Background: an optimization exercise with open tools, aiming at small area. Do not read the settings as production practice. In this exercise RTL edits were held to simulation tests only and were not proved equivalent to the original. Power and IR drop assume default switching activity.

File: design.v
`timescale 1ns / 1ps
module xst(
	input		clk_i,
	input		reset_i,
	input		rxd_i,
	input	[63:0]	dat_i,
	input		txreg_we_i,
	input		txregr_we_i,
	input		txreg_oe_i,
	input		txregr_oe_i,
	input	[15:0]	txbaud_i,
	input	[5:0]	bits_i,
	output		txd_o,
	output reg	txc_o,
	output		idle_o,
	output reg [15:0] brg_o,
	output reg [5:0] bits_o,
	output	[63:0]	dat_o
);
	reg	[63:0]	shift_register;
	assign		txd_o = shift_register[0];
	assign		idle_o = ~|bits_o;
	wire		txreg_shift = ~|brg_o;
	wire	[15:1]	halfbit = txbaud_i[15:1];
	wire	[63:0]	shift_reg_rev = {
				shift_register[0],
				shift_register[1],
				shift_register[2],
				shift_register[3],
				shift_register[4],
				shift_register[5],
				shift_register[6],
				shift_register[7],
				shift_register[8],
				shift_register[9],
				shift_register[10],
				shift_register[11],
				shift_register[12],
				shift_register[13],
				shift_register[14],
				shift_register[15],
				shift_register[16],
				shift_register[17],
				shift_register[18],
				shift_register[19],
				shift_register[20],
				shift_register[21],
				shift_register[22],
				shift_register[23],
				shift_register[24],
				shift_register[25],
				shift_register[26],
				shift_register[27],
				shift_register[28],
				shift_register[29],
				shift_register[30],
				shift_register[31],
				shift_register[32],
				shift_register[33],
				shift_register[34],
				shift_register[35],
				shift_register[36],
				shift_register[37],
				shift_register[38],
				shift_register[39],
				shift_register[40],
				shift_register[41],
				shift_register[42],
				shift_register[43],
				shift_register[44],
				shift_register[45],
				shift_register[46],
				shift_register[47],
				shift_register[48],
				shift_register[49],
				shift_register[50],
				shift_register[51],
				shift_register[52],
				shift_register[53],
				shift_register[54],
				shift_register[55],
				shift_register[56],
				shift_register[57],
				shift_register[58],
				shift_register[59],
				shift_register[60],
				shift_register[61],
				shift_register[62],
				shift_register[63]
			};
	assign		dat_o =
			  (txreg_oe_i ? shift_register : 0)
			| (txregr_oe_i ? shift_reg_rev : 0);
	always @(posedge clk_i) begin
		shift_register <= shift_register;
		brg_o <= brg_o;
		txc_o <= txc_o;
		bits_o <= bits_o;
		if(reset_i) begin
			shift_register <= ~(64'd0);
			brg_o <= 0;
			txc_o <= 0;
			bits_o <= 0;
		end
		else if(txreg_we_i) begin
			brg_o <= txbaud_i;
			txc_o <= 1;
			shift_register <= dat_i;
			bits_o <= bits_i;
		end
		else if(txregr_we_i) begin
			brg_o <= txbaud_i;
			txc_o <= 1;
			shift_register <= {
				dat_i[0], dat_i[1], dat_i[2], dat_i[3],
				dat_i[4], dat_i[5], dat_i[6], dat_i[7],
				dat_i[8], dat_i[9],
				dat_i[10], dat_i[11], dat_i[12], dat_i[13],
				dat_i[14], dat_i[15], dat_i[16], dat_i[17],
				dat_i[18], dat_i[19],
				dat_i[20], dat_i[21], dat_i[22], dat_i[23],
				dat_i[24], dat_i[25], dat_i[26], dat_i[27],
				dat_i[28], dat_i[29],
				dat_i[30], dat_i[31], dat_i[32], dat_i[33],
				dat_i[34], dat_i[35], dat_i[36], dat_i[37],
				dat_i[38], dat_i[39],
				dat_i[40], dat_i[41], dat_i[42], dat_i[43],
				dat_i[44], dat_i[45], dat_i[46], dat_i[47],
				dat_i[48], dat_i[49],
				dat_i[50], dat_i[51], dat_i[52], dat_i[53],
				dat_i[54], dat_i[55], dat_i[56], dat_i[57],
				dat_i[58], dat_i[59],
				dat_i[60], dat_i[61], dat_i[62], dat_i[63]
			};
			bits_o <= bits_i;
		end
		else begin
			if(txreg_shift & ~idle_o) begin
				brg_o <= txbaud_i;
				txc_o <= (bits_o != 6'd1);
				shift_register <= {rxd_i, shift_register[63:1]};
				bits_o <= bits_o - 1;
			end
			else if(~txreg_shift & ~idle_o) begin
				brg_o <= brg_o - 1;
			end
		end
		if(brg_o == {1'b0, halfbit}) begin
			txc_o <= 0;
		end
	end
endmodule
File: config.mk
export PLATFORM = sky130hd
export DESIGN_NAME = xst
export DESIGN_NICKNAME = xst
export VERILOG_FILES = /design/flow/design.v
export SDC_FILE = /design/flow/constraint.sdc
export NUM_CORES = 4
export LEC_CHECK = 0
export ABC_AREA = 1
export CAP_MARGIN = 20
export CORE_MARGIN = 2
export CORE_UTILIZATION = 40
export SLEW_MARGIN = 20
File: run.sh
#!/bin/bash
# synth_recipe.tcl (not shown) runs the flow's synth.tcl, then flattens the netlist and writes it again
# the make line also repeats each setting of config.mk as NAME=value (left out here)
make -C /OpenROAD-flow-scripts/flow DESIGN_CONFIG=/design/flow/config.mk WORK_HOME=/design/flow/orfs CLKGATE_MAP_FILE= SYNTH_SCRIPT=/design/flow/synth_recipe.tcl finish
File: constraint.sdc
create_clock -name core_clock -period 5.0 [get_ports {clk_i}]
set_input_delay 1.0000 -clock core_clock [delete_from_list [all_inputs] [get_ports {clk_i}]]
set_output_delay 1.0000 -clock core_clock [all_outputs]
set_load 0.01 [all_outputs]
==> run summary, run 1 <==
Fin. Hold Viols 0; final worst path period need around 4 ns; post-DP HPWL around 12 mm; CP endpoint kind primary output; vias around 6.5k; status timing/DRC/antenna clean; fin. max-slew vios 0; clock latency (worst-skew pair) 0.35 ns; Async S/R FF share, synth 0%; first-pass GRT wire length a little under 30 mm; Overflow after GRT 0; row cnt 44; initial antenna violation count 0; fin crit share 79.9%; post-CTS setup buffer count 0; RSZ-0062 raised after global routing false; synth warn 1; main flop type after synthesis dfxtp_1; Clock Skew between 0.009 and 0.01 ns; final worst slack roughly 1 ns; area grow syn2layout 34.1%; Setup CP Type in -> out; total global-route track usage about 22%; reg-to-reg setup timing slack 2.43 ns; Worst Hold Slack ~0.5 ns; CP Data Arrival Time 3.00 ns; hold buffers post-CTS 0; largest net degree at the start of global routing 108; Avg Inst Size Synth 6.15 um2; Antenna Violating Nets Remaining 0; sw power ~0.68 mW; Hold EP shift_register[62]; Routed WL between 15 and 20 mm; ant diodes 0; Post-Synthesis Net Count roughly 1.1k; die area around 16000 um2; worst hold path type reg -> reg; Comb power frac between 30% and 40%; most frequent cells in the layout 178 x clkdlybuf4s50_1, 155 x nand2_1, 138 x inv_1, 117 x o21ai_0, 112 x a21oi_1; cells after synthesis 962; synthesis-stage register bit count a little under 90; reg-to-reg endpoint shift_register[3]; H-tree depth 3; CTS Sinks 87; most common cell after layout, fill and taps aside clkdlybuf4s50_1; Placer Congestion slightly above 0.8; Lkg Pwr 3.61 nW; Syn Std Cell Area approximately 6000 um2; share of cells above drive strength 1 between 3 and 4%; CP Max Fanout 38; critical-path cell list clkdlybuf4s50_1 > inv_2 > buf_4 > o22ai_1 > clkdlybuf4s50_1; Sequential Power Share between 30 and 40%; worst slack, placed 1.02 ns; CTS max path bufs 2; clock share of power between 30% and 40%; slowest library cell on the worst path clkdlybuf4s50_1; DRT Pass-1 Iters 5; pin slew with the least headroom to its limit 1.06 ns; critical path depth in cells 5; Die Y 126 um; CTS Buf Count 9; CTS tree yes; initial drt markers between 300 and 400; Worst Hold Depth 2; r2r startpoint bits_o[0]; FMAX about 250 MHz; PwrDens around 270 nW/um2; Worst path top cell family by delay buffers and inverters; vias in the first global route slightly below 6k; # fillers 1522; Reg clk slew, reported paths 0.06 ns; max_cap viols 0; num ports around 180; Worst Reg2Reg Path Length in Cells 10; worst rel slew slack ~30%; post-cts resize count 0; switching share of power between 30% and 40%; wire per inst ~14 um; crit-path max cell delay between 0.5 and 0.6 ns; Final #Nets approximately 1.2k; Initial Util approximately two fifths; Max VDD drop about 0.18 mV; Synth cell types 31; Root Buffer clkbuf_16; Internal around 1.5 mW; CP startpoint kind primary input; Port Buffers ~180; CORE AREA ~14000 um2; WP data required 4.00 ns; Critical path origin txreg_oe_i; Post-synth EDFFs 0; Critical path buffers and inverters 4; CP dominant cell by count clkdlybuf4s50_1; Final setup viols 0; Setup TNS 0 ns; Seq/Total Area, Yosys slightly below 30%; remaining routing DRC violations 0; vias per cell roughly 5; die width 126 um; HP Start shift_register[62]
-- worst register-to-register path, stage by stage, from the launching register on --
cell and delay [ns]:
dfxtp_1 0.37, inv_1 0.09, ha_1 0.21, nand2_1 0.11, nor2_2 0.05, nand2_2 0.14
nand3_4 0.12, nand2_4 0.70, buf_4 0.46, a21oi_1 0.13, o21ai_0 0.11
-- per-stage QoR --
stage | total power, mW | util [%] | std cells | instance area [um2]
4_1_cts | 2.16 | 54.8 | 1277 | 7940
5_1_grt | 2.27 | 54.8 | 1277 | 7940
2_1_floorplan | 1.20 | - | 962 | 5920
3_3_place_gp | 1.48 | 52.8 | 1262 | 7640
6_report | 2.14 | 54.8 | 1277 | 7940
3_5_place_dp | 1.48 | 52.8 | 1262 | 7640
-- worst max-delay path by stage --
stage,slack [ns],end
detailed placement,1.02,dat_o[28]
floorplan,2.47,dat_o[10]
global route,0.88,dat_o[20]
global placement,1.03,dat_o[28]
CTS,1.02,dat_o[31]
finish,1.00,dat_o[31]
-- final cells by class --
| class | instances | area, um2 | share of cell area [%] |
|---|---|---|---|
| well taps | 184 | 230 | 2.90 |
| clock inverters | 2 | 13.8 | 0.173 |
| multi-input cells | 661 | 3290 | 41.4 |
| repair buffers | 187 | 1850 | 23.3 |
| clock buffers | 13 | 280 | 3.53 |
| flip-flops and latches | 87 | 1740 | 21.9 |
| inverters | 143 | 537 | 6.76 |
-- per-layer routing --
| layer | up-vias | routed length (um) | global-route usage, % |
|---|---|---|---|
| met5 | - | 0 | 0 |
| met4 | 0 | 185 | 6.27 |
| met3 | 10 | 870 | 4.84 |
| met2 | 140 | 7920 | 34.2 |
| met1 | 2857 | 8710 | 31.2 |
| li1 | 3474 | - | - |
-- synth_stat cells, types with 7 or more instances --
cell type  instances  area share, %
a211oi_1          32            4.1
o22ai_1           64            6.8
inv_1            138            8.8
o21ai_0          117            9.9
dfxtp_1           87             29
o21ai_1           35            3.0
nand4_1            7           0.74
nand3_1           19            1.6
buf_6              7            1.3
nor2_1            89            5.6
buf_2             17            1.4
nand2_1          155            9.8
clkbuf_1          39            2.5
a21oi_1          112            9.5
-- power by group through the flow --
stage | Sequential (mW) | Clock [mW] | Combinational [mW]
after floorplan | 0.811 | 0 | 0.385
after detailed placement | 0.813 | 0 | 0.668
after global placement | 0.813 | 0 | 0.667
final | 0.798 | 0.671 | 0.668
after global routing | 0.807 | 0.715 | 0.749
after CTS | 0.798 | 0.689 | 0.672
-- logic make-up after synthesis --
| logic type | count (synthesis) | share of synthesized area [%] |
|---|---|---|
| compound gates | 363 | 33.6 |
| flops | 87 | 29.4 |
| xor+xnor | 10 | 1.48 |
| buf+inv | 214 | 15.0 |
| simple gates | 285 | 19.8 |
| fa+ha+maj | 3 | 0.635 |
-- state kept, by name (all words and copies together) (netlist names) --
register	cells
txc_o	1
brg_o	16
shift_register	64
bits_o	6
==> run 2, diff against run 1 <==
==> design.v (replaced) <==
`timescale 1ns / 1ps
module xst(
	input		clk_i,
	input		reset_i,
	input		rxd_i,
	input	[63:0]	dat_i,
	input		txreg_we_i,
	input		txregr_we_i,
	input		txreg_oe_i,
	input		txregr_oe_i,
	input	[15:0]	txbaud_i,
	input	[5:0]	bits_i,
	output		txd_o,
	output reg	txc_o,
	output		idle_o,
	output reg [15:0] brg_o,
	output reg [5:0] bits_o,
	output	[63:0]	dat_o
);
	reg	[63:0]	srn;
	wire		ld = txreg_we_i | txregr_we_i;
	wire		active = |bits_o;
	wire		z = ~|brg_o;
	wire		sh = active & z;
	wire		sel_d = ~reset_i & txreg_we_i;
	wire		sel_r = ~reset_i & ~txreg_we_i & txregr_we_i;
	wire		shn = ld | ~sh;		 
	wire		hldn = ld | sh;		 
	wire	[64:0]	srn_up = {~rxd_i, srn};
	genvar i;
	generate
		for (i = 0; i < 64; i = i + 1) begin : g_sr
			wire x = ~((shn | srn_up[i+1]) & (hldn | srn[i]) & ~reset_i);
			always @(posedge clk_i)
				srn[i] <= ~((sel_d & dat_i[i]) | (sel_r & dat_i[63-i]) | x);
			assign dat_o[i] = ~((~txreg_oe_i | srn[i]) & (~txregr_oe_i | srn[63-i]));
		end
	endgenerate
	assign		txd_o = ~srn[0];
	assign		idle_o = ~active;
	always @(posedge clk_i) begin
		if (reset_i) begin
			brg_o <= 0;
			bits_o <= 0;
		end else if (ld) begin
			brg_o <= txbaud_i;
			bits_o <= bits_i;
		end else if (sh) begin
			brg_o <= txbaud_i;
			bits_o <= bits_o - 1;
		end else if (active) begin
			brg_o <= brg_o - 1;
		end
	end
	always @(posedge clk_i) begin
		if (brg_o == {1'b0, txbaud_i[15:1]})
			txc_o <= 0;
		else if (reset_i)
			txc_o <= 0;
		else if (ld)
			txc_o <= 1;
		else if (sh)
			txc_o <= (bits_o != 6'd1);
	end
endmodule
==> flow/run.sh (new file) <==
#!/bin/bash
# Own layout flow: the standard synthesis, then the combinational logic re-mapped for area
# (flip-flops untouched), then the standard layout with the smallest plain buffer on each port.
set -euo pipefail
W=$PWD
F=$W/flow
R=$W/orfs/results/$FLOW_PLATFORM/xst/base
# 1. standard synthesis, unchanged
bash standard.sh synth > synth.log 2>&1
cp $R/1_2_yosys.v $W/standard_synth.v
# 2. re-map the logic
export REMAP_LIB=$FLOW_HOME/platforms/$FLOW_PLATFORM/lib/sky130_fd_sc_hd__tt_025C_1v80.lib
export REMAP_NETLIST=$R/1_2_yosys.v
export REMAP_ABC=$F/nf.abc
export REMAP_DONT_USE="$(grep -o 'sky130_fd_sc_hd__\(probe\|lpflow\)[a-z0-9_]*' $FLOW_HOME/platforms/$FLOW_PLATFORM/config.mk | sort -u | tr '\n' ' ')"
yosys -c $F/remap.tcl > remap.log 2>&1
rm -f $R/1_synth.odb $R/1_synth.sdc
# 3. the rest of the standard layout
export BUFFER_PORTS_ARGS="-buffer_cell sky130_fd_sc_hd__buf_1"
if [[ -f $F/cts_args ]]; then export CTS_ARGS="$(cat $F/cts_args)"; fi
bash standard.sh > layout.log 2>&1
==> flow/nf.abc (new file) <==
strash
&get -n
&dch -f
&nf -R 1000
&put
==> flow/remap.tcl (new file) <==
# Re-map the combinational logic of the standard synthesis netlist for area.
# The flip-flops are kept as they are (same instances, names and cell types).
set lib $::env(REMAP_LIB)
set net $::env(REMAP_NETLIST)
set dont_use {}
foreach c $::env(REMAP_DONT_USE) { lappend dont_use -dont_use $c }
yosys read_liberty -ignore_miss_func $lib
yosys read_verilog $net
yosys hierarchy -top $::env(FLOW_TOP)
yosys blackbox sky130_fd_sc_hd__dfxtp_1
yosys flatten
yosys opt_clean
yosys rename -hide w:*.*
yosys tee -o remap_pre.stat stat -liberty $lib
yosys abc -script $::env(REMAP_ABC) -liberty $lib {*}$dont_use
yosys opt_clean -purge
yosys hilomap -singleton -hicell sky130_fd_sc_hd__conb_1 HI -locell sky130_fd_sc_hd__conb_1 LO
yosys splitnets
yosys opt_clean -purge
yosys tee -o remap_post.stat stat -liberty $lib
yosys write_verilog -noattr -noexpr -nohex -nodec $net
==> standard.sh (new file) <==
#!/bin/bash
# synth_recipe.tcl (not shown) runs the flow's synth.tcl, then flattens the netlist and writes it again
# the make line also repeats each setting of config.mk as NAME=value (left out here)
make -C /OpenROAD-flow-scripts/flow DESIGN_CONFIG=/design/flow/config.mk WORK_HOME=/design/flow/orfs CLKGATE_MAP_FILE= SYNTH_SCRIPT=/design/flow/synth_recipe.tcl "${@:-finish}"
removed: run.sh
==> run summary, run 2 <==
status timing/DRC/antenna clean; H-tree depth 3; Port Buffers between 150 and 200; CTS Buf Count 9; Root Buffer clkbuf_8; Post-Synthesis Net Count roughly 660; post-DP HPWL between 10 and 15 mm; DRT Pass-1 Iters 5; Avg Inst Size Synth 7.75 um2; ant diodes 0; FF+latch area 1740 um2; largest register by flop count srn; CP Data Arrival Time 4.22 ns; CORE AREA approximately 11000 um2; most frequent cells in the layout 179 x buf_1, 153 x nor2_1, 87 x dfxtp_1, 84 x o21ai_0; WP data required 5.28 ns; CP Max Fanout 33; pin slew with the least headroom to its limit 1.10 ns; initial antenna violation count 0; Reg clk slew, reported paths around 0.09 ns; # fillers approximately 1.1k; post-CTS setup buffer count 0; Initial Util between 40% and 50%; Overflow after GRT 0; vias in the first global route 4765; die width roughly 110 um; Setup CP Type reg -> reg; total global-route track usage 24.1%; final worst path period need between 3 and 4 ns; worst rel slew slack approximately a quarter; row cnt 38; cells after synthesis between 500 and 600; initial drt markers approximately 420; Worst Hold Slack around 0.51 ns; post-cts resize count 0; fin. max-slew vios 0; Lkg Pwr between 1.5 and 2 nW; area of the multi-input gates between 2000 and 3000 um2; CP startpoint kind flip-flop; Setup TNS 0 ns; Die Y between 100 and 150 um; wire per inst 16.4 um; Clock Skew about 0.014 ns; die area roughly 12000 um2; remaining routing DRC violations 0; Total Power between 1.5 and 2 mW; Antenna Violating Nets Remaining 0; FMAX between 200 and 300 MHz; Final #Nets 862; vias per cell about 5.9; worst hold path type reg -> reg; clock latency (worst-skew pair) 0.35 ns; CP endpoint kind flip-flop; Regs by FF count srn (64), brg_o (16), bits_o (6); Placer Congestion approximately 0.86; hold buffers post-CTS 0; placed cell count around 900; Final setup viols 0; max FFs per register 64; Routed WL around 15 mm; share of cells above drive strength 1 under 10%; CTS tree yes; fin crit share 78.8%; Max VDD drop roughly 0.13 mV; num ports roughly 180; synth warn 1; largest net degree at the start of global routing 67; Syn Std Cell Area between 4000 and 5000 um2; CTS Sinks slightly below 90; CTS max path bufs 2; area grow syn2layout 26.3%; Non-Filler Instances ~910; first-pass GRT wire length between 20 and 25 mm; vias 5376; PwrDens 309 nW/um2; RSZ-0062 raised after global routing false; Fin. Hold Viols 0; most common cell after layout, fill and taps aside buf_1; max_cap viols 0
[run 2: path summary, 6_finish.rpt]
check	from	to	slack (ns)	cells after the start
setup reg to reg	brg_o[0]	srn[58]	1.06	14
hold reg to reg	bits_o[5]	bits_o[5]	0.51	2
setup / recovery	brg_o[0]	srn[58]	1.06	14
hold / removal	bits_o[5]	bits_o[5]	0.51	2
[run 2: area by class of cell]
class                           count  area share, %
Clock buffer                       10           2.30
Clock inverter                      5           1.46
Inverter                           10          0.675
Multi-Input combinational cell    471           47.4
Sequential cell                    87           31.3
Tap cell                          140           3.15
Timing Repair Buffer              190           13.7
[run 2: metal layers]
metal	up-vias	wire length, um	part of all wire, %	global-route usage [%]
li1	2629	-	-	-
met1	2539	6810	45	32.5
met2	187	7040	47	40.2
met3	21	924	6.2	3.65
met4	0	196	1.3	6.14
met5	-	0	0	0
[run 2: critical path: stages (launching register included)]
cell,delay (ns)
dfxtp_1,0.39
nor3_1,0.31
nand2b_1,0.12
nand2b_1,0.18
or3_1,0.34
nor2_1,0.25
nand2_1,0.23
or3_1,0.43
or2_0,0.26
nor2_1,0.18
nand2_1,0.09
nand2_2,0.44
buf_4,0.38
o21ai_0,0.14
nor2_1,0.14
[run 2: report_power, final]
group / internal [mW] / leakage [nW] / switching [mW]
combinational: 0.145 / 1.15 / 0.223
sequential: 0.751 / 0.726 / 0.0671
clock: 0.280 / 0.103 / 0.253
[run 2: through the flow]
| step | util (%) | setup WS, ns | cell area (um2) |
|---|---|---|---|
| 2_1_floorplan | - | 1.04 | 4400 |
| 3_3_place_gp | 49.4 | 1.30 | 5330 |
| 3_5_place_dp | 49.4 | 1.10 | 5330 |
| 4_1_cts | 51.3 | 1.10 | 5540 |
| 5_1_grt | 51.5 | 0.666 | 5560 |
| 6_report | 51.5 | 1.06 | 5560 |
==> run 3, diff against run 2 <==
==> flow/cts_args (new file) <==
-sink_clustering_enable -repair_clock_nets -buf_list sky130_fd_sc_hd__clkbuf_8 -dont_use_dummy_load
==> run summary, run 3 <==
status timing/DRC/antenna clean; Layout Utilization 50.7%; crit-path max cell delay ~0.43 ns; Initial Util between 40% and 50%; synth warn 1; slowest library cell on the worst path or3_1; Placer Congestion around 0.86; worst rel slew slack between 20% and 30%; post-cts resize count 0; largest net degree at the start of global routing 67; vias between 5k and 6k; CORE AREA ~11000 um2; Overflow after GRT 0; Avg Inst Size Synth 7.75 um2; cells after synthesis 568; RSZ-0062 raised after global routing false; clock latency (worst-skew pair) approximately 0.34 ns; Clock Skew ~0.032 ns; global-route track usage on met1 32.3%; Worst Hold Depth 2; initial drt markers ~390; CP Data Arrival Time roughly 4.2 ns; most frequent cells in the layout 179 x buf_1, 153 x nor2_1, 87 x dfxtp_1, 84 x o21ai_0; Fin. Hold Viols 0; Root Buffer clkbuf_8; most common cell after layout, fill and taps aside buf_1; Setup CP Type reg -> reg; largest register by flop count srn; CP dominant cell by count nor2_1; post-DP HPWL 10.2 mm; FMAX ~260 MHz; r2r startpoint brg_o[1]; Final #Nets between 800 and 900; hold buffers post-CTS 0; H-tree depth 3; met3 Usage GRT 3.65%; die width approximately 110 um; share of cells above drive strength 1 roughly 3.1%; Routed WL about 15 mm; worst hold path type reg -> reg; Non-Filler Instances ~910; vias per cell roughly 5.9; vias in the first global route between 4k and 5k; final worst path period need 3.90 ns; CTS Buf Count 9; Max VDD drop about 0.13 mV; PwrDens approximately 290 nW/um2; wire per inst ~16 um; ant diodes 0; Die Y around 110 um; fin crit share roughly four fifths; Post-Synthesis Net Count between 600 and 700; Reg clk slew, reported paths ~0.090 ns; Lkg Pwr ~1.9 nW; CP endpoint kind flip-flop; Syn Std Cell Area between 4000 and 5000 um2; num ports 182; pin slew with the least headroom to its limit between 1 and 1.5 ns; Antenna Violating Nets Remaining 0; global route hottest layer met2; met2 Use GR between 40% and 50%; first-pass GRT wire length around 23 mm; critical-path cell list nor3_1 > nand2b_1 > nand2b_1 > or3_1 > nor2_1 > nand2_1 > or3_1 > or2_0 > nor2_1 > nand2_1 > nand2_2 > buf_4 > o21ai_0 > nor2_1; Worst Reg2Reg Path Length in Cells 14; HP Start srn[61]; initial antenna violation count 0; Port Buffers around 180; max FFs per register between 60 and 70; DRT Pass-1 Iters 5; Hold EP srn[60]; CTS tree yes; reg-to-reg setup timing slack around 1.1 ns; remaining routing DRC violations 0; fin. max-slew vios 0; die area approximately 12000 um2; CTS max path bufs 2; Regs by FF count srn (64), brg_o (16), bits_o (6); CTS Sinks 87; Worst Hold Slack ~0.5 ns; post-CTS setup buffer count 0; placed cell count roughly 900; CP startpoint kind flip-flop; CP Max Fanout 33; max_cap viols 0; row cnt 38; WP data required between 5 and 6 ns; area grow syn2layout 24.4%; reg-to-reg endpoint srn[58]; Final setup viols 0; total global-route track usage between 20% and 30%; Setup TNS 0 ns
-- run 3: how the worst max path moves through the flow --
stage | from | depth (start not counted) | slack (ns) | endpoint
CTS | brg_o[1] | 14 | 1.12 | srn[58]
detailed placement | brg_o[0] | 14 | 1.10 | srn[58]
finish | brg_o[1] | 14 | 1.10 | srn[58]
global placement | brg_o[0] | 14 | 1.30 | srn[55]
floorplan | brg_o[0] | 15 | 1.04 | brg_o[5]
global route | brg_o[1] | 14 | 0.68 | srn[58]
-- run 3: critical path, delay by kind of cell, from the launching register on --
kind,cells,cell delay [ns]
flip-flops,1,0.36
AND/OR/NAND/NOR,12,2.95
buffers and inverters,1,0.38
AO/OA/AOI/OAI,1,0.14
-- run 3: cell type report --
type | count | area (um2)
sequential | 87 | 1740
fill | 1130 | 5320
tap | 140 | 175
clock buffer | 9 | 124
multi-input combinational | 471 | 2630
timing repair buffer | 190 | 762
inverter | 10 | 37.5
-- run 3: report_power, final --
part	switching, mW	total (mW)	internal (mW)
logic	0.223	0.367	0.145
registers	0.0670	0.819	0.751
clock network	0.222	0.384	0.162
total	0.512	1.57	1.06
-- run 3: metrics by stage --
step	instance area [um2]	total power, mW	worst slack, ns
after floorplan	4400	1.03	1.04
after global placement	5330	1.19	1.30
after detailed placement	5330	1.20	1.10
after CTS	5450	1.57	1.12
after global routing	5470	1.67	0.683
final	5470	1.57	1.10
-- run 3: per-layer routing --
| metal | share of wire (%) | wire length, um |
|---|---|---|
| met1 | 45 | 6700 |
| met4 | 1.3 | 190 |
| met2 | 47 | 7040 |
| met3 | 6.8 | 1010 |
| met5 | 0 | 0 |
==> run 4, diff against run 3 <==
==> design.v (replaced) <==
`timescale 1ns / 1ps
module xst(
	input		clk_i,
	input		reset_i,
	input		rxd_i,
	input	[63:0]	dat_i,
	input		txreg_we_i,
	input		txregr_we_i,
	input		txreg_oe_i,
	input		txregr_oe_i,
	input	[15:0]	txbaud_i,
	input	[5:0]	bits_i,
	output		txd_o,
	output reg	txc_o,
	output		idle_o,
	output reg [15:0] brg_o,
	output reg [5:0] bits_o,
	output	[63:0]	dat_o
);
	reg	[63:0]	srn;
	wire		rstn = ~reset_i;
	wire		ld = txreg_we_i | txregr_we_i;
	wire		active = |bits_o;
	wire	[16:0]	t;
	assign		t[0] = active;
	genvar k;
	generate
		for (k = 0; k < 16; k = k + 1) begin : g_t
			assign t[k+1] = t[k] & ~brg_o[k];
		end
	endgenerate
	wire		sh = t[16];		 
	wire		sel_d = rstn & txreg_we_i;
	wire		sel_r = rstn & ~txreg_we_i & txregr_we_i;
	wire		shn = ld | ~sh;		 
	wire		hldn = ld | sh;		 
	wire	[64:0]	srn_up = {~rxd_i, srn};
	genvar i;
	generate
		for (i = 0; i < 64; i = i + 1) begin : g_sr
			wire x = ~((shn | srn_up[i+1]) & (hldn | srn[i]) & rstn);
			always @(posedge clk_i)
				srn[i] <= ~((sel_d & dat_i[i]) | (sel_r & dat_i[63-i]) | x);
			assign dat_o[i] = ~((~txreg_oe_i | srn[i]) & (~txregr_oe_i | srn[63-i]));
		end
	endgenerate
	assign		txd_o = ~srn[0];
	assign		idle_o = ~active;
	wire		brg_ld = rstn & (ld | sh);
	wire		brg_kp = rstn & ~(ld | sh);
	always @(posedge clk_i)
		brg_o <= ({16{brg_ld}} & txbaud_i) | ({16{brg_kp}} & (brg_o ^ t[15:0]));
	wire	[6:0]	u;
	assign		u[0] = sh;
	generate
		for (k = 0; k < 6; k = k + 1) begin : g_u
			assign u[k+1] = u[k] & ~bits_o[k];
		end
	endgenerate
	wire		bits_ld = rstn & ld;
	wire		bits_kp = rstn & ~ld;
	always @(posedge clk_i)
		bits_o <= ({6{bits_ld}} & bits_i) | ({6{bits_kp}} & (bits_o ^ u[5:0]));
	wire		half = (brg_o == {1'b0, txbaud_i[15:1]});
	wire		one = (bits_o == 6'd1);
	always @(posedge clk_i)
		txc_o <= ~half & rstn & (ld | (sh ? ~one : txc_o));
endmodule
==> run summary, run 4 <==
Clock Skew about 0.025 ns; remaining routing DRC violations 0; Final setup viols 0; Port Buffers roughly 180; Setup TNS 0 ns; DRT Pass-1 Iters 5; Comb power frac a little under a quarter; Fin. Hold Viols 0; FMAX 230 MHz; Worst Hold Depth 2; CTS max path bufs 2; Antenna Violating Nets Remaining 0; Total Power around 1.6 mW; first-pass GRT wire length between 20 and 25 mm; Post-Synthesis Net Count slightly above 500; Hold EP bits_o[5]; CP endpoint kind flip-flop; CP startpoint kind flip-flop; hold buffers post-CTS 0; worst rel slew slack between 40% and 50%; RSZ-0062 raised after global routing false; Routed WL ~13 mm; slowest library cell on the worst path or3_2; initial antenna violation count 0; vias per cell 6.23; CP Data Arrival Time 4.57 ns; die width approximately 110 um; Placer Congestion 0.911; worst hold path type reg -> reg; largest register by flop count srn; reg-to-reg endpoint srn[41]; pin slew with the least headroom to its limit 0.885 ns; CTS Sinks just under 90; final instance area around 5200 um2; synth warn 1; CP Max Fanout 65; Sequential Power Share a little over half; status timing/DRC/antenna clean; die area ~11000 um2; crit-path max cell delay around 0.42 ns; Die Y about 110 um; clock share of power around 25%; post-CTS setup buffer count 0; Max VDD drop between 0.15 and 0.2 mV; Syn Std Cell Area approximately 4200 um2; Worst Reg2Reg Path Length in Cells 15; fin crit share ~87%; Reg clk slew, reported paths 0.08 ns; wire per inst about 18 um; post-DP HPWL a little under 9 mm; total global-route track usage between 20% and 30%; Avg Inst Size Synth 10.1 um2; H-tree depth 3; ant diodes 0; Setup CP Type reg -> reg; CTS Buf Count 9; fin. max-slew vios 0; row cnt 37; max FFs per register between 60 and 70; Internal about 1.1 mW; critical-path cell list or3_1 > nor4_1 > nor4_2 > nand2b_1 > nor3_1 > nand2_1 > nor3_2 > nand2b_1 > nor3_1 > nand2_1 > or3_1 > or2_0 > or3_2 > buf_4 > o221a_1; vias in the first global route roughly 4k; Regs by FF count srn (64), brg_o (16), bits_o (6); WP data required 5.21 ns; most frequent cells in the layout 179 x buf_1, 87 x dfxtp_1, 66 x o22ai_1, 66 x a221oi_1, 64 x o221a_1; Layout Utilization roughly 51%; post-cts resize count 0; post-placement cell area about 5100 um2; Final #Nets 704; max_cap viols 0; initial drt markers approximately 330; clock latency (worst-skew pair) 0.35 ns; final worst path period need between 4 and 5 ns; vias 4641; share of cells above drive strength 1 4.43%; switching share of power between 30% and 40%; placed cell count approximately 740; HP Start bits_o[5]; Root Buffer clkbuf_8; PwrDens between 200 and 300 nW/um2; num ports roughly 180; Lkg Pwr roughly 1.6 nW; Initial Util roughly two fifths; CORE AREA 10200 um2; cells after synthesis 410; sw power between 0.4 and 0.5 mW; Overflow after GRT 0; CTS tree yes; largest net degree at the start of global routing 70; Non-Filler Instances 745; area grow syn2layout 26.0%; r2r startpoint bits_o[2]; most common cell after layout, fill and taps aside buf_1; reg-to-reg setup timing slack 0.65 ns
[run 4: critical path, delay by kind of cell, from the launching register on]
kind	cells	cell delay, ns
and+or+nand+nor	13	3.14
DFF	1	0.41
buffers and inverters	1	0.33
AOI/OAI and AO/OA	1	0.31
[run 4: power by group through the flow]
stage	combinational (mW)	sequential [mW]	clock, mW
global placement	0.345	0.829	0
floorplan	0.205	0.820	0
CTS	0.350	0.816	0.393
finish	0.353	0.818	0.380
detailed placement	0.350	0.830	0
global route	0.388	0.827	0.417
[run 4: worst max-delay path by stage]
stage | slack (ns) | endpoint | start
after detailed placement | 0.33 | srn[52] | bits_o[2]
final | 0.65 | srn[41] | bits_o[2]
after floorplan | 0.28 | txc_o | bits_o[2]
after global routing | 0.15 | srn[41] | bits_o[2]
after global placement | 0.55 | srn[24] | bits_o[1]
after CTS | 0.30 | srn[41] | bits_o[2]
[run 4: cell type report]
cell class / count / area [um2]
clock buffer: 9 / 124
fill: 980 / 4990
tap: 136 / 170
sequential: 87 / 1740
inverter: 12 / 46.3
multi-input combinational: 311 / 2400
timing repair buffer: 190 / 762
[run 4: metrics by stage]
step	hold slack, ns	setup WS (ns)
after global routing	0.572	0.149
after global placement	0.514	0.552
after floorplan	0.511	0.284
after CTS	0.526	0.305
final	0.531	0.647
after detailed placement	0.510	0.334
[run 4: layer usage]
metal | part of all wire [%] | GRT usage (%)
met1 | 47 | 32.1
met2 | 45 | 33.9
met3 | 6.9 | 4.72
met4 | 1.7 | 7.42
met5 | 0 | 0
==> run 5, diff against run 4 <==
==> flow/cts_args (replaced) <==
-sink_clustering_enable -repair_clock_nets -buf_list sky130_fd_sc_hd__clkbuf_8 -sink_clustering_size 30 -sink_clustering_max_diameter 120 -dont_use_dummy_load
==> run summary, run 5 <==
Setup CP Type reg -> reg; WP data required about 5.2 ns; Critical path buffers and inverters 1; Syn Std Cell Area around 4200 um2; post-CTS setup buffer count 0; die width between 100 and 150 um; DR WL met3 925 um; initial drt markers ~330; CTS Sinks 87; CTS tree yes; M1 wire length around 6.2 mm; Avg Inst Size Synth 10.1 um2; clock share of power about a quarter; Final setup viols 0; status timing/DRC/antenna clean; max FFs per register 64; WL met2 ~5.9 mm; CP Max Fanout between 60 and 70; max_cap viols 0; Reg clk slew, reported paths around 0.080 ns; area of the multi-input gates about 2400 um2; Port Buffers 181; H-tree depth 3; most frequent cells in the layout 179 x buf_1, 87 x dfxtp_1, 66 x o22ai_1, 66 x a221oi_1, 64 x o221a_1; switching share of power a little under a third; DRT Pass-1 Iters 5; die area 11200 um2; synth warn 1; Setup TNS 0 ns; # fillers 980; sw power roughly 0.49 mW; vias in the first global route between 4k and 5k; vias about 4.6k; Worst Hold Depth 2; Fin. Hold Viols 0; crit-path max cell delay 0.42 ns; Worst Hold Slack about 0.53 ns; top sig layer met4; row cnt 37; initial antenna violation count 0; Post-Synthesis Net Count roughly 500; final worst slack around 0.65 ns; Comb power frac a little under a quarter; Regs by FF count srn (64), brg_o (16), bits_o (6); post-DP HPWL slightly below 9 mm; PwrDens about 300 nW/um2; Worst path top cell family by delay simple AND/OR/NAND/NOR gates; CORE AREA 10200 um2; CP endpoint kind flip-flop; pin slew with the least headroom to its limit roughly 0.88 ns; cells after synthesis 410; clock latency (worst-skew pair) approximately 0.35 ns; Internal between 1 and 1.5 mW; Placer Congestion 0.911; CTS Buf Count 9; fin. max-slew vios 0; Critical path origin bits_o[2]; Sequential Power Share a little over half; largest register by flop count srn; Initial Util approximately 41%; critical-path cell list or3_1 > nor4_1 > nor4_2 > nand2b_1 > nor3_1 > nand2_1 > nor3_2 > nand2b_1 > nor3_1 > nand2_1 > or3_1 > or2_0 > or3_2 > buf_4 > o221a_1; worst rel slew slack ~41%; FMAX roughly 230 MHz; Antenna Violating Nets Remaining 0; CP Data Arrival Time 4.57 ns; CP startpoint kind flip-flop; total global-route track usage between 20% and 30%; most common cell after layout, fill and taps aside buf_1; fin crit share 87.1%; share of cells above drive strength 1 under 10%; Clock Skew approximately 0.025 ns; RSZ-0062 raised after global routing false; HP Start bits_o[5]; largest net degree at the start of global routing 70; vias per cell roughly 6.2; r2r startpoint bits_o[2]; Root Buffer clkbuf_8; remaining routing DRC violations 0; area grow syn2layout 26.0%; first-pass GRT wire length between 20 and 25 mm; worst hold path type reg -> reg; final worst path period need around 4.4 ns; wire per inst approximately 18 um; Final #Nets 704; Worst Reg2Reg Path Length in Cells 15; critical path depth in cells 15; Overflow after GRT 0; CTS max path bufs 2; Die Y roughly 110 um; Lkg Pwr 1.65 nW; slowest library cell on the worst path or3_2; Routed WL 13.3 mm; worst slack, placed between 0.3 and 0.4 ns; num ports approximately 180; Max VDD drop 0.152 mV; ant diodes 0; FF+latch area between 1500 and 2000 um2
run 5: path summary, 6_finish.rpt:
path                    end  slack [ns]
hold reg to reg   bits_o[5]        0.53
hold / removal    bits_o[5]        0.53
setup reg to reg    srn[41]        0.65
setup / recovery    srn[41]        0.65
run 5: layout make-up:
cell class                      instances  area share, %
Clock buffer                            9           2.36
Inverter                               12          0.883
Multi-Input combinational cell        311           45.8
Sequential cell                        87           33.2
Tap cell                              136           3.25
Timing Repair Buffer                  190           14.5
run 5: per-layer routing:
layer,GRT usage [%],vias to the layer above
li1,-,2231
met1,32.1,2187
met2,33.9,209
met3,4.72,14
met4,7.42,0
met5,0,-
run 5: per-stage QoR:
| step | utilization (%) | cell area, um2 | instances | power [mW] |
|---|---|---|---|---|
| floorplan | - | 4170 | 410 | 1.03 |
| global placement | 49.7 | 5090 | 735 | 1.17 |
| detailed placement | 49.7 | 5090 | 735 | 1.18 |
| CTS | 50.9 | 5210 | 744 | 1.56 |
| global route | 51.3 | 5240 | 745 | 1.63 |
| finish | 51.3 | 5240 | 745 | 1.55 |
run 5: power groups by stage:
stage	logic [mW]	clock network (mW)	registers, mW
after detailed placement	0.350	0	0.830
final	0.353	0.380	0.818
after global routing	0.388	0.417	0.827
after global placement	0.345	0	0.829
after floorplan	0.205	0	0.820
after CTS	0.350	0.393	0.816
run 5: timing repair:
item	CTS	global route
resized for setup	0	2
endpoints found under the hold margin	0	0
setup endpoints to repair	0	65
hold buffers	0	0
run 5: worst min-delay path, stage by stage (launching register included):
cell and delay (ns):
dfxtp_1 0.35, o41ai_1 0.07, o21ai_0 0.07
==> run 6, diff against run 5 <==
==> flow/run.sh (replaced) <==
#!/bin/bash
# Own layout flow: the standard synthesis, then the logic replaced by a hand-mapped netlist
# that keeps the standard synthesis's flip-flops (same instance names and cell type), then the standard flow's
# standard layout with the smallest plain buffer on each port and a leaner clock tree.
set -euo pipefail
W=$PWD
F=$W/flow
R=$W/orfs/results/$FLOW_PLATFORM/xst/base
# 1. standard synthesis, unchanged
bash standard.sh synth > synth.log 2>&1
cp $R/1_2_yosys.v $W/standard_synth.v
# 2. hand-mapped logic around the standard flip-flops
python3 $F/handmap.py $W/standard_synth.v $W/hand.v > handmap.log 2>&1
cp $W/hand.v $R/1_2_yosys.v
rm -f $R/1_synth.odb $R/1_synth.sdc
# 3. the rest of the standard layout
export BUFFER_PORTS_ARGS="-buffer_cell sky130_fd_sc_hd__buf_1"
if [[ -f $F/cts_args ]]; then export CTS_ARGS="$(cat $F/cts_args)"; fi
bash standard.sh > layout.log 2>&1
==> flow/cts_args (replaced) <==
-sink_clustering_enable -repair_clock_nets -buf_list sky130_fd_sc_hd__clkbuf_8 -dont_use_dummy_load
==> flow/handmap.py (new file) <==
#!/usr/bin/env python3
"""Write a hand-mapped sky130hd netlist of xst (the logic of rtl/xst.v, gate by gate).

usage: handmap.py STANDARD_NETLIST OUT
The flip-flops keep the instance names the standard synthesis gave them (found by the net on
their Q pin); the script fails if any expected flip-flop is missing there."""
import re
import sys

std = open(sys.argv[1]).read()
flops = {}
for name, body in re.findall(r'sky130_fd_sc_hd__dfxtp_1\s+(\S+)\s*\((.*?)\);', std, re.S):
    pins = {p: v.strip() for p, v in re.findall(r'\.(\w+)\(([^)]*)\)', body)}
    flops[pins['Q'].lstrip('\\').strip()] = name

cells = []
wires = set()
n = [0]


def w(name):
    wires.add(name)
    return name


def cell(typ, out, **pins):
    n[0] += 1
    conns = ', '.join(f'.{p}({v})' for p, v in pins.items())
    cells.append(f'  sky130_fd_sc_hd__{typ} h{n[0]} ({conns}, {out});')


def g(typ, y, **pins):
    cell(typ, f'.Y({y})', **pins)


def gx(typ, x, **pins):
    cell(typ, f'.X({x})', **pins)


used = set()


def ff(q, qnet, d):
    inst = flops[q]
    used.add(q)
    cells.append(f'  sky130_fd_sc_hd__dfxtp_1 {inst} (.CLK(clk_i), .D({d}), .Q({qnet}));')


def srn(i):
    return f'srn_{i}'


# shared control
g('inv_1', w('rstn'), A='reset_i')
g('nor2_1', w('ld_n'), A='txreg_we_i', B='txregr_we_i')
g('nor2b_1', w('sel_d'), A='reset_i', B_N='txreg_we_i')
g('nor3b_1', w('sel_r'), A='reset_i', B='txreg_we_i', C_N='txregr_we_i')
g('inv_1', w('oen'), A='txreg_oe_i')
g('inv_1', w('roen'), A='txregr_oe_i')
g('inv_1', w('srn_64'), A='rxd_i')
g('inv_1', 'txd_o', A=srn(0))

# bit counter: idle
g('nor3_1', w('bz_lo'), A='bits_o[0]', B='bits_o[1]', C='bits_o[2]')
g('nor3_1', w('bz_hi'), A='bits_o[3]', B='bits_o[4]', C='bits_o[5]')
gx('and2_0', 'idle_o', A='bz_lo', B='bz_hi')

# bit-rate counter borrow chain: t[k] = active & brg[k-1:0] == 0, kept as t or ~t by parity
# even k: tn_k = ~t[k]; odd k: t_k = t[k]
prev = 'idle_o'
for k in range(16):
    b = f'brg_o[{k}]'
    if k % 2 == 0:
        g('xnor2_1', w(f'by_{k}'), A=b, B=prev)
        g('nor2_1', w(f't_{k+1}'), A=prev, B=b)
        prev = f't_{k+1}'
    else:
        gx('xor2_1', w(f'by_{k}'), A=b, B=prev)
        g('nand2b_1', w(f'tn_{k+1}'), A_N=b, B=prev)
        prev = f'tn_{k+1}'
# prev = tn_16 = ~sh
g('nand2b_1', w('shn'), A_N='tn_16', B='ld_n')      # 0: shift
g('nand2_1', w('hldn'), A='ld_n', B='tn_16')        # 0: hold
g('a21oi_1', w('brg_ld'), A1='ld_n', A2='tn_16', B1='reset_i')
g('nor2_1', w('brg_kp'), A='reset_i', B='hldn')
for k in range(16):
    gx('a22o_1', w(f'brg_d_{k}'), A1='brg_ld', A2=f'txbaud_i[{k}]', B1='brg_kp', B2=f'by_{k}')
    ff(f'brg_o[{k}]', f'brg_o[{k}]', f'brg_d_{k}')

# bit counter: borrow chain started by sh
prev = 'tn_16'
for k in range(6):
    b = f'bits_o[{k}]'
    if k % 2 == 0:
        g('xnor2_1', w(f'uy_{k}'), A=b, B=prev)
        if k < 5:
            g('nor2_1', w(f'u_{k+1}'), A=prev, B=b)
            prev = f'u_{k+1}'
    else:
        gx('xor2_1', w(f'uy_{k}'), A=b, B=prev)
        if k < 5:
            g('nand2b_1', w(f'un_{k+1}'), A_N=b, B=prev)
            prev = f'un_{k+1}'
g('nor2_1', w('bits_ld'), A='reset_i', B='ld_n')
g('nor2b_1', w('bits_kp'), A='reset_i', B_N='ld_n')
for k in range(6):
    gx('a22o_1', w(f'bits_d_{k}'), A1='bits_ld', A2=f'bits_i[{k}]', B1='bits_kp', B2=f'uy_{k}')
    ff(f'bits_o[{k}]', f'bits_o[{k}]', f'bits_d_{k}')

# half-bit compare: brg_o == {1'b0, txbaud_i[15:1]}
for k in range(15):
    gx('xor2_1', w(f'ne_{k}'), A=f'brg_o[{k}]', B=f'txbaud_i[{k+1}]')
g('nor4_1', w('eq_0'), A='ne_0', B='ne_1', C='ne_2', D='ne_3')
g('nor4_1', w('eq_1'), A='ne_4', B='ne_5', C='ne_6', D='ne_7')
g('nor4_1', w('eq_2'), A='ne_8', B='ne_9', C='ne_10', D='ne_11')
g('nor4_1', w('eq_3'), A='ne_12', B='ne_13', C='ne_14', D='brg_o[15]')
gx('and4_1', w('half'), A='eq_0', B='eq_1', C='eq_2', D='eq_3')

# txc
g('nor2_1', w('b12z'), A='bits_o[1]', B='bits_o[2]')
g('nand3_1', w('onen'), A='bits_o[0]', B='b12z', C='bz_hi')   # bits_o != 1
g('mux2i_1', w('txc_mn'), A0='onen', A1='txc_o', S='tn_16')    # ~(sh ? bits_o != 1 : txc_o)
g('a211oi_1', w('txc_d'), A1='ld_n', A2='txc_mn', B1='half', C1='reset_i')
ff('txc_o', 'txc_o', 'txc_d')

# shift register, kept inverted
for i in range(64):
    w(srn(i))
    g('o221ai_1', w(f'x_{i}'), A1='shn', A2=srn(i + 1), B1='hldn', B2=srn(i), C1='rstn')
    g('a221oi_1', w(f'sr_d_{i}'), A1='sel_d', A2=f'dat_i[{i}]', B1='sel_r', B2=f'dat_i[{63 - i}]', C1=f'x_{i}')
    ff(f'srn[{i}]', srn(i), f'sr_d_{i}')
    g('o22ai_1', f'dat_o[{i}]', A1='oen', A2=srn(i), B1='roen', B2=srn(63 - i))

missing = set(flops) - used
if missing or len(used) != 87:
    sys.exit(f'flip-flops not matched: {sorted(missing)} / used {len(used)}')

out = ['module xst(clk_i, reset_i, rxd_i, dat_i, txreg_we_i, txregr_we_i, txreg_oe_i, txregr_oe_i,'
       ' txbaud_i, bits_i, txd_o, txc_o, idle_o, brg_o, bits_o, dat_o);',
       '  input clk_i; input reset_i; input rxd_i; input [63:0] dat_i;',
       '  input txreg_we_i; input txregr_we_i; input txreg_oe_i; input txregr_oe_i;',
       '  input [15:0] txbaud_i; input [5:0] bits_i;',
       '  output txd_o; output txc_o; output idle_o; output [15:0] brg_o; output [5:0] bits_o;',
       '  output [63:0] dat_o;']
out += [f'  wire {x};' for x in sorted(wires)]
out += cells
out.append('endmodule')
open(sys.argv[2], 'w').write('\n'.join(out) + '\n')
removed: flow/nf.abc
removed: flow/remap.tcl
==> run summary, run 6 <==
largest net degree at the start of global routing 65; Final setup viols 0; vias in the first global route ~4k; max FFs per register 64; ant diodes 0; total global-route track usage between 20% and 30%; Worst Reg2Reg Path Length in Cells 22; FMAX roughly 230 MHz; CP Data Arrival Time 4.57 ns; Hold EP txc_o; Final #Nets approximately 680; post-placement cell area 4940 um2; H-tree depth 3; row cnt 36; most common cell after layout, fill and taps aside buf_1; die width approximately 100 um; worst hold path type reg -> reg; CP endpoint kind flip-flop; r2r startpoint bits_o[4]; area of the multi-input gates about 2300 um2; final worst path period need between 4 and 5 ns; fin. max-slew vios 0; CP Max Fanout 46; remaining routing DRC violations 0; Lkg Pwr approximately 1.7 nW; initial antenna violation count 0; DRT Pass-1 Iters 5; initial drt markers around 310; CTS max path bufs 2; post-CTS setup buffer count 0; Overflow after GRT 0; reg-to-reg endpoint srn[21]; Reg clk slew, reported paths 0.08 ns; wire per inst ~18 um; max_cap viols 0; Root Buffer clkbuf_8; Placer Congestion 0.805; Fin. Hold Viols 0; worst slack, placed between 0.6 and 0.7 ns; share of cells above drive strength 1 between 3 and 4%; HP Start txc_o; status timing/DRC/antenna clean; Regs by FF count srn (64), brg_o (16), bits_o (6); FF+latch area between 1500 and 2000 um2; vias roughly 4.5k; final instance area between 5000 and 6000 um2; CORE AREA between 9000 and 10000 um2; Setup TNS 0 ns; # fillers roughly 950; Initial Util 41.2%; area grow syn2layout 26.5%; Non-Filler Instances roughly 700; pin slew with the least headroom to its limit between 1 and 1.5 ns; Syn Std Cell Area roughly 4000 um2; post-cts resize count 0; die area 10900 um2; reg-to-reg setup timing slack between 0.6 and 0.7 ns; Avg Inst Size Synth 10.5 um2; Max VDD drop 0.159 mV; RSZ-0062 raised after global routing false; final worst slack approximately 0.66 ns; Port Buffers between 150 and 200; WP data required between 5 and 6 ns; post-DP HPWL ~8.7 mm; Post-Synthesis Net Count 478; CTS tree yes; placed cell count slightly above 700; clock latency (worst-skew pair) approximately 0.35 ns; synth warn 1; cells after synthesis ~390; vias per cell between 6 and 7; CTS Sinks 87; PwrDens 306 nW/um2; hold buffers post-CTS 0; first-pass GRT wire length 21.1 mm; most frequent cells in the layout 181 x buf_1, 87 x dfxtp_1, 64 x o221ai_1, 64 x a221oi_1, 64 x o22ai_1; Worst Hold Slack between 0.5 and 0.6 ns; Clock Skew between 0.02 and 0.03 ns; num ports between 150 and 200; Worst Hold Depth 2; Routed WL 13.2 mm; Die Y approximately 100 um; largest register by flop count srn; CP startpoint kind flip-flop; Setup CP Type reg -> reg; fin crit share between 80% and 90%; CTS Buf Count 9; Antenna Violating Nets Remaining 0; worst rel slew slack 28.8%
## run 6: cell type report
cell class	count	area share (%)
Timing Repair Buffer	187	14.9
Sequential cell	87	34.2
Tap cell	133	3.27
Multi-Input combinational cell	293	44.9
Inverter	5	0.369
Clock buffer	9	2.43
## run 6: worst max-delay path, cell delays in order, from the launching register on
cell and delay, ns:
dfxtp_1 0.39, nor3_1 0.10, and2_0 0.21, nor2_1 0.20
nand2b_1 0.11, nor2_1 0.18, nand2b_1 0.11, nor2_1 0.17
nand2b_1 0.11, nor2_1 0.18, nand2b_1 0.11, nor2_1 0.18
nand2b_1 0.11, nor2_1 0.18, nand2b_1 0.11, nor2_1 0.17
nand2b_1 0.11, nor2_1 0.17, nand2b_1 0.20, nand2_2 0.39
buf_12 0.28, o221ai_1 0.15, a221oi_1 0.31
## run 6: layer usage
layer / vias to the layer above / wire [um] / global-route usage, %
met3: 12 / 1210 / 7.33
met4: 0 / 149 / 5.89
li1: 2130 / - / -
met1: 2192 / 5740 / 31.9
met5: - / 0 / 0
met2: 203 / 6050 / 35.1
## run 6: worst max-delay path by stage
stage,from,endpoint,slack [ns],cells after the start
floorplan,reset_i,srn[0],0.008,2
global placement,bits_o[4],srn[6],0.86,22
CTS,bits_o[4],srn[21],0.66,22
finish,bits_o[4],srn[21],0.66,22
detailed placement,bits_o[4],srn[21],0.69,22
global route,bits_o[3],srn[21],0.13,22
## run 6: stage by stage
step,util (%),total power [mW]
2_1_floorplan,-,1.04
3_3_place_gp,50.5,1.18
3_5_place_dp,50.5,1.18
4_1_cts,51.8,1.57
5_1_grt,52.1,1.63
6_report,52.1,1.56
## run 6: power breakdown
part	internal (mW)	switching [mW]	total, mW
logic	0.149	0.203	0.352
registers	0.754	0.0698	0.824
clock network	0.162	0.219	0.381
total	1.06	0.492	1.56
==> run 7, diff against run 6 <==
--- a/config.mk
+++ b/config.mk
@@ -10,3 +10,3 @@
 export CORE_MARGIN = 2
-export CORE_UTILIZATION = 40
+export CORE_UTILIZATION = 65
 export SLEW_MARGIN = 20
==> run summary, run 7 <==
FMAX about 220 MHz; pin slew with the least headroom to its limit approximately 1.1 ns; Lkg Pwr about 1.7 nW; CP Data Arrival Time between 4 and 5 ns; Setup CP Type reg -> reg; Die Y 82.7 um; area grow syn2layout 24.6%; hold buffers post-CTS 0; Routed WL roughly 13 mm; num ports ~180; total global-route track usage between 30 and 40%; first-pass GRT wire length approximately 20 mm; ant diodes 0; cells after synthesis 385; CP startpoint kind flip-flop; Regs by FF count srn (64), brg_o (16), bits_o (6); final worst path period need 4.60 ns; CTS Buf Count 9; max_cap viols 0; CORE AREA between 5000 and 6000 um2; share of cells above drive strength 1 between 4 and 5%; Placer Congestion approximately 0.85; Final setup viols 0; wire per inst about 20 um; most common cell after layout, fill and taps aside buf_1; PwrDens just over 300 nW/um2; die width between 80 and 90 um; Port Buffers between 150 and 200; Avg Inst Size Synth 10.5 um2; post-DP HPWL slightly above 8 mm; row cnt 28; DRT Pass-1 Iters 6; H-tree depth 3; initial drt markers roughly 510; post-cts resize count 0; Post-Synthesis Net Count ~480; Max VDD drop between 0.2 and 0.25 mV; vias slightly below 5k; die area between 6000 and 7000 um2; clock latency (worst-skew pair) 0.36 ns; WP data required around 5.3 ns; CTS Sinks a little under 90; fin. max-slew vios 0; vias per cell around 7.4; worst rel slew slack around 29%; Setup TNS 0 ns; CP endpoint kind flip-flop; Fin. Hold Viols 0; largest net degree at the start of global routing 65; max FFs per register 64; Layout Utilization 84.2%; Clock Skew between 0.015 and 0.02 ns; post-CTS setup buffer count 0; worst hold path type reg -> reg; CTS tree yes; synth warn 1; most frequent cells in the layout 181 x buf_1, 87 x dfxtp_1, 64 x o221ai_1, 64 x a221oi_1, 64 x o22ai_1; Antenna Violating Nets Remaining 0; Reg clk slew, reported paths 0.08 ns; Overflow after GRT 0; CTS max path bufs 2; largest register by flop count srn; remaining routing DRC violations 0; CP Max Fanout 6; Syn Std Cell Area between 4000 and 5000 um2; Initial Util approximately two thirds; vias in the first global route just over 4k; Root Buffer clkbuf_8; fin crit share 92.0%; status timing/DRC/antenna clean; Final #Nets around 680; initial antenna violation count 0
[run 7: layout make-up]
class,instances,area [um2]
multi-input cells,293,2300
flip-flops and latches,87,1740
fillers,365,941
repair buffers,187,737
clock buffers,9,124
well taps,75,93.8
inverters,5,18.8
[run 7: power by group]
group | total (mW) | internal, mW | switching, mW
combinational | 0.355 | 0.147 | 0.207
clock | 0.376 | 0.161 | 0.215
sequential | 0.826 | 0.754 | 0.0716
[run 7: worst paths after layout]
kind | cells after the start | startpoint | slack [ns] | to
min | 2 | txc_o | 0.60 | txc_o
min reg2reg | 2 | txc_o | 0.60 | txc_o
max reg2reg | 25 | bits_o[4] | 0.40 | bits_o[5]
max | 25 | bits_o[4] | 0.40 | bits_o[5]
[run 7: stage by stage]
| stage | worst slack [ns] | hold WS [ns] | cells | instance area (um2) | total power [mW] |
|---|---|---|---|---|---|
| floorplan | 0.00780 | 0.562 | 385 | 4030 | 1.04 |
| global placement | 0.689 | 0.543 | 647 | 4870 | 1.17 |
| detailed placement | 0.401 | 0.576 | 647 | 4870 | 1.18 |
| CTS | 0.334 | 0.586 | 656 | 5000 | 1.55 |
| global route | -0.00764 | 0.603 | 656 | 5010 | 1.63 |
| finish | 0.398 | 0.596 | 656 | 5010 | 1.56 |
[run 7: worst max-delay path, cell delays in order, from the launching register on]
cell and delay (ns):
dfxtp_1 0.42, nor3_1 0.10, and2_0 0.22, nor2_1 0.21, nand2b_1 0.12, nor2_1 0.20
nand2b_1 0.12, nor2_1 0.18, nand2b_1 0.12, nor2_1 0.18, nand2b_1 0.11, nor2_1 0.18
nand2b_1 0.12, nor2_1 0.21, nand2b_1 0.12, nor2_1 0.22, nand2b_1 0.13, nor2_1 0.21
nand2b_2 0.18, nor2_2 0.22, nand2b_1 0.12, nor2_1 0.19, nand2b_1 0.12, nor2_1 0.19
xor2_1 0.11, a22o_1 0.20
[run 7: per-layer routing]
layer | global-route usage (%) | up-vias | wire, um
li1 | - | 2147 | -
met5 | 0 | - | 0
met1 | 45.9 | 2321 | 5010
met4 | 17.9 | 0 | 393
met2 | 58.4 | 325 | 6290
met3 | 8.70 | 44 | 1290
==> run 8, diff against run 7 <==
--- a/config.mk
+++ b/config.mk
@@ -11,2 +11,3 @@
 export CORE_UTILIZATION = 65
+export PLACE_DENSITY = 0.8
 export SLEW_MARGIN = 20
==> run summary, run 8 <==
worst rel slew slack 27.3%; worst hold path type reg -> reg; H-tree depth 3; largest net degree at the start of global routing 66; CP startpoint kind flip-flop; max FFs per register 64; wire per inst about 20 um; sw power 0.497 mW; CP endpoint kind flip-flop; most frequent cells in the layout 181 x buf_1, 87 x dfxtp_1, 64 x o221ai_1, 64 x a221oi_1, 64 x o22ai_1; pin slew with the least headroom to its limit around 1.1 ns; Reg clk slew, reported paths 0.09 ns; status timing/DRC/antenna clean; CTS Sinks just under 90; synth warn 1; CP Max Fanout 6; Syn Std Cell Area 4030 um2; Overflow after GRT 0; final worst path period need roughly 4.5 ns; Internal around 1.1 mW; Routed WL 12.9 mm; # fillers approximately 380; fin crit share between 90% and 100%; Avg Inst Size Synth between 10 and 15 um2; Lkg Pwr ~1.7 nW; FF+latch area roughly 1700 um2; Final #Nets 676; Comb power frac a little under a quarter; first-pass GRT wire length around 19 mm; area grow syn2layout 24.2%; remaining routing DRC violations 0; CTS max path bufs 2; Fin. Hold Viols 0; ant diodes 0; share of cells above drive strength 1 around 3.6%; CORE AREA ~6000 um2; switching share of power 31.9%; DRT Pass-1 Iters 5; Max VDD drop 0.253 mV; Port Buffers roughly 180; Worst Hold Slack 0.599 ns; post-cts resize count 0; Placer Congestion just over 0.8; Root Buffer clkbuf_8; Post-Synthesis Net Count about 480; die area ~7000 um2; fin. max-slew vios 0; initial antenna violation count 0; max_cap viols 0; WP data required approximately 5.3 ns; post-DP HPWL between 8 and 9 mm; Die Y slightly above 80 um; Sequential Power Share 52.9%; Setup CP Type reg -> reg; Antenna Violating Nets Remaining 0; most common cell after layout, fill and taps aside buf_1; hold buffers post-CTS 0; PwrDens ~310 nW/um2; CTS Buf Count 9; clock latency (worst-skew pair) between 0.3 and 0.4 ns; post-CTS setup buffer count 0; FMAX around 220 MHz; Regs by FF count srn (64), brg_o (16), bits_o (6); initial drt markers a little under 500; Final setup viols 0; Clock Skew 0.0239 ns; CTS tree yes; die width 82.7 um; vias around 4.8k; RSZ-0062 raised after global routing false; Setup TNS 0 ns; Initial Util around two thirds; cells after synthesis 385; CP Data Arrival Time ~4.8 ns; largest register by flop count srn; total global-route track usage a little over a third; vias in the first global route approximately 4k; area of the multi-input gates 2280 um2; clock share of power approximately 25%; row cnt 28; num ports 182; vias per cell 7.25
## run 8: power by group through the flow
stage	Clock, mW	Combinational [mW]	Sequential, mW
CTS	0.384	0.347	0.821
finish	0.382	0.352	0.824
global placement	0	0.334	0.832
floorplan	0	0.211	0.827
global route	0.405	0.386	0.831
detailed placement	0	0.342	0.836
## run 8: final timing paths
check                           startpoint   endpoint  slack [ns]  cells after the start
worst max register to register   bits_o[3]  bits_o[5]        0.47                     25
worst min-delay path               srn[17]    srn[17]        0.60                      2
worst min register to register     srn[17]    srn[17]        0.60                      2
worst max-delay path             bits_o[3]  bits_o[5]        0.47                     25
## run 8: routing by layer
| layer | vias up | share of wire (%) | track usage (%) |
|---|---|---|---|
| li1 | 2143 | - | - |
| met1 | 2267 | 38 | 41.6 |
| met2 | 308 | 49 | 60.2 |
| met3 | 39 | 10 | 10.3 |
| met4 | 0 | 2.3 | 14.3 |
| met5 | - | 0 | 0 |
## run 8: metrics by stage
step                utilization, %  cells  setup slack, ns  total power [mW]  area [um2]
floorplan                        -    385          0.00780              1.04        4030
global placement              81.8    647            0.958              1.17        4870
detailed placement            81.8    647            0.603              1.18        4870
CTS                           83.9    656            0.563              1.55        5000
global route                  83.9    656           0.0557              1.62        5000
finish                        83.9    656            0.475              1.56        5000
## run 8: area by class of cell
type | count | area share (%)
well taps | 75 | 1.88
flip-flops and latches | 87 | 34.9
repair buffers | 187 | 14.7
clock buffers | 9 | 2.48
inverters | 5 | 0.376
multi-input cells | 293 | 45.7
## run 8: worst max-delay path: stages (launching register included)
cell	delay [ns]
dfxtp_1	0.40
nor3_1	0.12
and2_0	0.24
nor2_1	0.18
nand2b_1	0.11
nor2_1	0.18
nand2b_1	0.11
nor2_1	0.18
nand2b_1	0.11
nor2_1	0.20
nand2b_1	0.13
nor2_1	0.19
nand2b_1	0.12
nor2_1	0.18
nand2b_1	0.11
nor2_1	0.17
nand2b_1	0.13
nor2_1	0.21
nand2b_1	0.21
nor2_1	0.24
nand2b_1	0.15
nor2_1	0.22
nand2b_1	0.14
nor2_1	0.15
xor2_1	0.07
a22o_1	0.19
==> run 9, diff against run 8 <==
--- a/config.mk
+++ b/config.mk
@@ -8,3 +8,3 @@
 export ABC_AREA = 1
-export CAP_MARGIN = 20
+export CAP_MARGIN = 0
 export CORE_MARGIN = 2
@@ -12,2 +12,2 @@
 export PLACE_DENSITY = 0.8
-export SLEW_MARGIN = 20
+export SLEW_MARGIN = 0
==> run summary, run 9 <==
Setup CP Type reg -> reg; CP dominant cell by count nor2_1; Overflow after GRT 0; Fin. Hold Viols 0; worst slack, placed around 0.6 ns; ant diodes 0; FMAX between 200 and 250 MHz; HP Start srn[17]; CTS Sinks just under 90; die area roughly 6800 um2; synth warn 1; most common cell after layout, fill and taps aside buf_1; row cnt 28; share of cells above drive strength 1 roughly 3.6%; worst rel slew slack a little over a quarter; DRT Pass-1 Iters 5; final instance area roughly 5000 um2; Final #Nets 676; cells after synthesis between 300 and 400; Critical path origin bits_o[3]; vias per cell slightly above 7; Max VDD drop ~0.25 mV; CP startpoint kind flip-flop; CP Max Fanout 6; Total Power 1.56 mW; Initial Util about two thirds; Critical path buffers and inverters 0; Final setup viols 0; remaining routing DRC violations 0; largest register by flop count srn; die width 82.7 um; initial antenna violation count 0; post-DP HPWL a little over 8 mm; clock latency (worst-skew pair) roughly 0.35 ns; first-pass GRT wire length 18.8 mm; Die Y 82.7 um; most frequent cells in the layout 181 x buf_1, 87 x dfxtp_1, 64 x o221ai_1, 64 x a221oi_1, 64 x o22ai_1; fin crit share roughly nine tenths; reg-to-reg setup timing slack between 0.4 and 0.5 ns; worst hold path type reg -> reg; Worst Reg2Reg Path Length in Cells 25; CTS Buf Count 9; r2r startpoint bits_o[3]; max_cap viols 0; fin. max-slew vios 0; Post-Synthesis Net Count 478; Placer Congestion between 0.8 and 0.9; post-CTS setup buffer count 0; total global-route track usage between 30% and 40%; vias in the first global route between 4k and 5k; reg-to-reg endpoint bits_o[5]; CTS tree yes; Port Buffers about 180; final worst path period need between 4 and 5 ns; CP Data Arrival Time about 4.8 ns; hold buffers post-CTS 0; area of the multi-input gates roughly 2300 um2; Hold EP srn[17]; H-tree depth 3; max FFs per register 64; RSZ-0062 raised after global routing false; Non-Filler Instances around 660; post-placement cell area 4870 um2; Lkg Pwr around 1.7 nW; slowest library cell on the worst path dfxtp_1; placed cell count 647; Worst Hold Slack ~0.60 ns; Layout Utilization 83.9%; num ports 182; Worst Hold Depth 2; CP endpoint kind flip-flop; FF+latch area ~1700 um2; final worst slack 0.475 ns; Syn Std Cell Area about 4000 um2; post-cts resize count 0; wire per inst roughly 20 um; CORE AREA around 6000 um2; Routed WL approximately 13 mm; WP data required 5.26 ns; area grow syn2layout 24.2%; Root Buffer clkbuf_8; Reg clk slew, reported paths around 0.090 ns; Setup TNS 0 ns; CTS max path bufs 2; initial drt markers ~490; # fillers 377; Avg Inst Size Synth ~10 um2; Clock Skew around 0.024 ns; largest net degree at the start of global routing 66; PwrDens 312 nW/um2; pin slew with the least headroom to its limit about 1.1 ns; Antenna Violating Nets Remaining 0; crit-path max cell delay around 0.4 ns; vias between 4k and 5k; Worst path top cell family by delay simple AND/OR/NAND/NOR gates; Regs by FF count srn (64), brg_o (16), bits_o (6); status timing/DRC/antenna clean
[run 9: cell counts in the layout (fill, tap and decap cells not counted)]
Identical to the previous run, type by type.
[run 9: worst max-delay path by stage]
stage	cells past startpoint	slack [ns]	to
2_1_floorplan	2	0.008	srn[0]
3_3_place_gp	25	0.96	bits_o[5]
3_5_place_dp	25	0.60	bits_o[5]
4_1_cts	25	0.56	bits_o[5]
5_1_grt	25	0.06	bits_o[5]
6_report	25	0.47	bits_o[5]
[run 9: layout make-up]
class                      instances  share of cell area (%)
clock buffer                       9                    2.48
timing repair buffer             187                    14.7
tap                               75                    1.88
sequential                        87                    34.9
multi-input combinational        293                    45.7
inverter                           5                   0.376
[run 9: metal layers]
metal	part of all wire [%]	track usage [%]	wire length, um
met1	38	41.6	4950
met2	49	60.2	6380
met3	10	10.3	1300
met4	2.3	14.3	296
met5	0	0	0
[run 9: power by group]
group	total [mW]	switching [mW]	internal, mW
combinational	0.352	0.205	0.147
clock	0.382	0.221	0.162
sequential	0.824	0.0706	0.754
total	1.56	0.497	1.06
[run 9: worst reg2reg max path, delay by kind of cell (launching register included)]
family           cells  cell delay (ns)
AO/OA/AOI/OAI        1             0.19
flip-flops           1             0.40
XOR/XNOR             1             0.07
AND/OR/NAND/NOR     23             3.79

-- re-timing with driven ports --
In the flow no input, the clock included, has a driving cell. The finished layouts below were timed again as built, in two steps. Step 1 (the two cells are an assumption about what drives the block):
set clk [get_ports {clk_i}]
set_driving_cell -lib_cell sky130_fd_sc_hd__clkbuf_16 $clk
set_driving_cell -lib_cell sky130_fd_sc_hd__buf_2 [delete_from_list [all_inputs] $clk]
Step 2 also shifts input and output timing later by t, the mid clock arrival at the registers, as if the neighbouring blocks saw the same clock. a / b / c = ideal / step 1 / step 2; a / b = the first two.
run | shift t [ns] | slack for setup (ns) | cell pins on the clock port's net
run 1 | 0.386 | 1.004 / 0.981 / 0.981 | 1
run 2 | 0.371 | 1.060 / 1.060 / 1.060 | 1
run 3 | 0.360 | 1.100 / 1.100 / 1.100 | 1
run 4 | 0.372 | 0.647 / 0.647 / 0.647 | 1
run 5 | 0.372 | 0.647 / 0.647 / 0.647 | 1
run 6 | 0.375 | 0.661 / 0.661 / 0.661 | 1
run 7 | 0.382 | 0.398 / 0.398 / 0.398 | 1
run 8 | 0.374 | 0.475 / 0.475 / 0.475 | 1
run 9 | 0.374 | 0.475 / 0.475 / 0.475 | 1
After both steps every run listed still meets setup and hold. The setup slack of run 1, which loses most, moves by -0.023 ns with the drivers and by -0.023 ns with both steps.
